From an optimization exercise on the open Yosys and OpenROAD flow, aimed at small area, a short achievable clock period and few clock cycles per item; shortcuts taken in it are not production practice.
In this exercise RTL edits were held to simulation tests only and were not proved equivalent to the original.
No activity file was given, so power comes from the tool's default toggle rates.

== before ==
==> module estacaoReserva, before the edit <==
module estacaoReserva(ir, irValid, busy, R1, R2, R3, R4, R5, R6, R7,
                      we, dst, result, stall, adv, newValid, newDiv, newOp, newY, newX,
                      trivial, prepA, prepRem, prepCnt);
   input [12:0] ir;
   input irValid, busy;
   input [15:0] R1, R2, R3, R4, R5, R6, R7;
   input we;
   input [2:0] dst;
   input [15:0] result;
   output stall, adv, newValid, newDiv;
   output [1:0] newOp;
   output [15:0] newY, newX;
   output trivial;
   output reg [15:0] prepA, prepRem;
   output reg [3:0] prepCnt;
   wire [2:0] rz = ir[12:10];
   wire [2:0] ry = ir[9:7];
   wire [2:0] rx = ir[6:4];
   wire [3:0] opc = ir[3:0];
   wire isArith = (opc == 4'b0000 || opc == 4'b0001 || opc == 4'b0100 || opc == 4'b0101);
   wire [15:0] regY, regX;
   mux SelecRy(R1, R2, R3, R4, R5, R6, R7, ry, regY);
   mux SelecRx(R1, R2, R3, R4, R5, R6, R7, rx, regX);
   wire fwdY = we & (dst == ry);
   wire fwdX = we & (dst == rx);
   assign newY = fwdY ? result : regY;
   assign newX = fwdX ? result : regX;
   assign newValid = isArith & (rz != 3'd0);
   assign newDiv = (opc == 4'b0101);
   assign newOp = {opc[2], opc[0]};    
   assign stall = busy | (newDiv & (fwdY | fwdX));
   assign adv = irValid & ~stall;
   wire [15:0] y = regY;
   wire [15:0] x = regX;
   wire xz = (x == 16'd0);
   wire x1 = (x == 16'd1);
   wire lt0 = (y < x);
   wire lt1 = x[15] | (y[15:1] < x[14:0]);    
   wire lt4 = (x[15:12] != 4'd0) | (y[15:4] < x[11:0]);
   wire lt8 = (x[15:8] != 8'd0) | (y[15:8] < x[7:0]);
   wire lt12 = (x[15:4] != 12'd0) | (y[15:12] < x[3:0]);
   assign trivial = xz | x1 | lt1;
   always @(*)
   begin
      if(trivial)
      begin
         prepA = xz ? 16'hFFFF : (x1 ? y : {15'd0, ~lt0});
         prepRem = 16'd0;
         prepCnt = 4'd0;
      end
      else if(lt4)
      begin
         prepA = {y[3:0], 12'd0};
         prepRem = {4'd0, y[15:4]};
         prepCnt = 4'd2;
      end
      else if(lt8)
      begin
         prepA = {y[7:0], 8'd0};
         prepRem = {8'd0, y[15:8]};
         prepCnt = 4'd4;
      end
      else if(lt12)
      begin
         prepA = {y[11:0], 4'd0};
         prepRem = {12'd0, y[15:12]};
         prepCnt = 4'd6;
      end
      else
      begin
         prepA = y;
         prepRem = 16'd0;
         prepCnt = 4'd8;
      end
   end
endmodule
Settings: LEC_CHECK=0, CAP_MARGIN=20, CORE_MARGIN=2, CORE_UTILIZATION=65, SLEW_MARGIN=20; clock period 33.0 ns.
standard.sh (not shown) runs the stock make flow with config.mk's settings and CLKGATE_MAP_FILE= SYNTH_SCRIPT=/design/flow/synth_recipe.tcl, a recipe that flattens the netlist after the stock synthesis.
==> flow/flow/run.sh <==
#!/bin/bash
# The standard layout with two changes:
#  - ABC maps the logic with delay-targeted area recovery (map -D, then
#    buffering and gate sizing to the same target) instead of the default
#    speed script, which sizes every path for minimum delay;
#  - the port buffers are sky130_fd_sc_hd__buf_2 cells rather than the delay
#    buffers buffer_ports picks by default.
# Synthesis is otherwise ORFS's (synth_recipe.tcl, unchanged), so the
# registers and their names are the standard synthesis's.
set -euo pipefail
work=$PWD
rm -rf "$work/scripts"
cp -r "$FLOW_HOME/scripts" "$work/scripts"
cp "$work/flow/abc_area.script" "$work/scripts/abc_area.script"
bash standard.sh SCRIPTS_DIR="$work/scripts" ABC_AREA=1 \
  BUFFER_PORTS_ARGS="-buffer_cell sky130_fd_sc_hd__buf_2" finish > standard.log 2>&1
==> flow/flow/abc_area.script <==
strash
dch
map -D 5000 -B 0.9
topo
stime -c
buffer -c
upsize -c -D 5000
dnsize -c -D 5000
Testbench counts of before, summed over its fixed seeds: cycles 12,917, items 12,000.
diff inputs: before => after
--- a/flow/design.v
+++ b/flow/design.v
@@ -224,22 +224,21 @@
    assign adv = irValid & ~stall;
    wire [15:0] y = regY;
    wire [15:0] x = regX;
    wire xz = (x == 16'd0);
    wire x1 = (x == 16'd1);
    wire lt0 = (y < x);
-   wire lt1 = x[15] | (y[15:1] < x[14:0]);    
    wire lt4 = (x[15:12] != 4'd0) | (y[15:4] < x[11:0]);
    wire lt8 = (x[15:8] != 8'd0) | (y[15:8] < x[7:0]);
    wire lt12 = (x[15:4] != 12'd0) | (y[15:12] < x[3:0]);
-   assign trivial = xz | x1 | lt1;
+   assign trivial = xz | x1 | lt0;
    always @(*)
    begin
       if(trivial)
       begin
-         prepA = xz ? 16'hFFFF : (x1 ? y : {15'd0, ~lt0});
+         prepA = xz ? 16'hFFFF : (x1 ? y : 16'd0);
          prepRem = 16'd0;
          prepCnt = 4'd0;
       end
       else if(lt4)
       begin
          prepA = {y[3:0], 12'd0};
Switching portion of total power in after vs before: down 0.58 points. [compare] base=before new=after: peak per-stage delay on the critical path barely changed, final RePlAce weighted congestion dropped 4.9%, critical path arrival dropped 0.02 ns, cell area after synthesis dropped 2.0%. after vs before: finished layout cell area down slightly. Shortest clock period the worst path allows after layout in after vs before: down 0.022 ns. A commonest non-fill, non-tap cell in the layout of sky130_fd_sc_hd__inv_1 is what after shows, while sky130_fd_sc_hd__nand2_1 belongs to before. Total wirelength of the detailed-routed design (lower): after.
Testbench counts of after, summed over its fixed seeds: cycles 13,239, items 12,000.

## afterwards: timing with drivers on the ports
In the flow no input, the clock included, has a driving cell. The finished layouts below were timed again as built, in two steps.
Step 1 (the two cells are an assumption about what drives the block):
set clk [get_ports {clock}]
set_driving_cell -lib_cell sky130_fd_sc_hd__clkbuf_16 $clk
set_driving_cell -lib_cell sky130_fd_sc_hd__buf_2 [delete_from_list [all_inputs] $clk]
Step 2 adds t to the input delays and takes it off the output delays; t is the mean of the earliest and latest rising clock arrival at the registers after step 1. Input paths then give back, and output paths get back, about the clock's delay inside the block.
a / b / c = no drivers / after step 1 / after step 2; a / b = the first two.
| run | shift t [ns] | slack for setup (ns) | hold WS [ns] | worst setup path at the end | clock arrival spread, ns |
|---|---|---|---|---|---|
| before | 0.497 | 25.277 / 25.226 / 25.105 | 0.479 / 0.479 / 0.479 | input to register | 0.019 / 0.019 |
| after | 0.500 | 25.298 / 25.250 / 24.997 | 0.482 / 0.482 / 0.482 | input to register | 0.021 / 0.021 |
After both steps setup and hold are still met in every run listed. The setup slack of after, which loses most, moves by -0.048 ns with the drivers and by -0.301 ns with both steps.
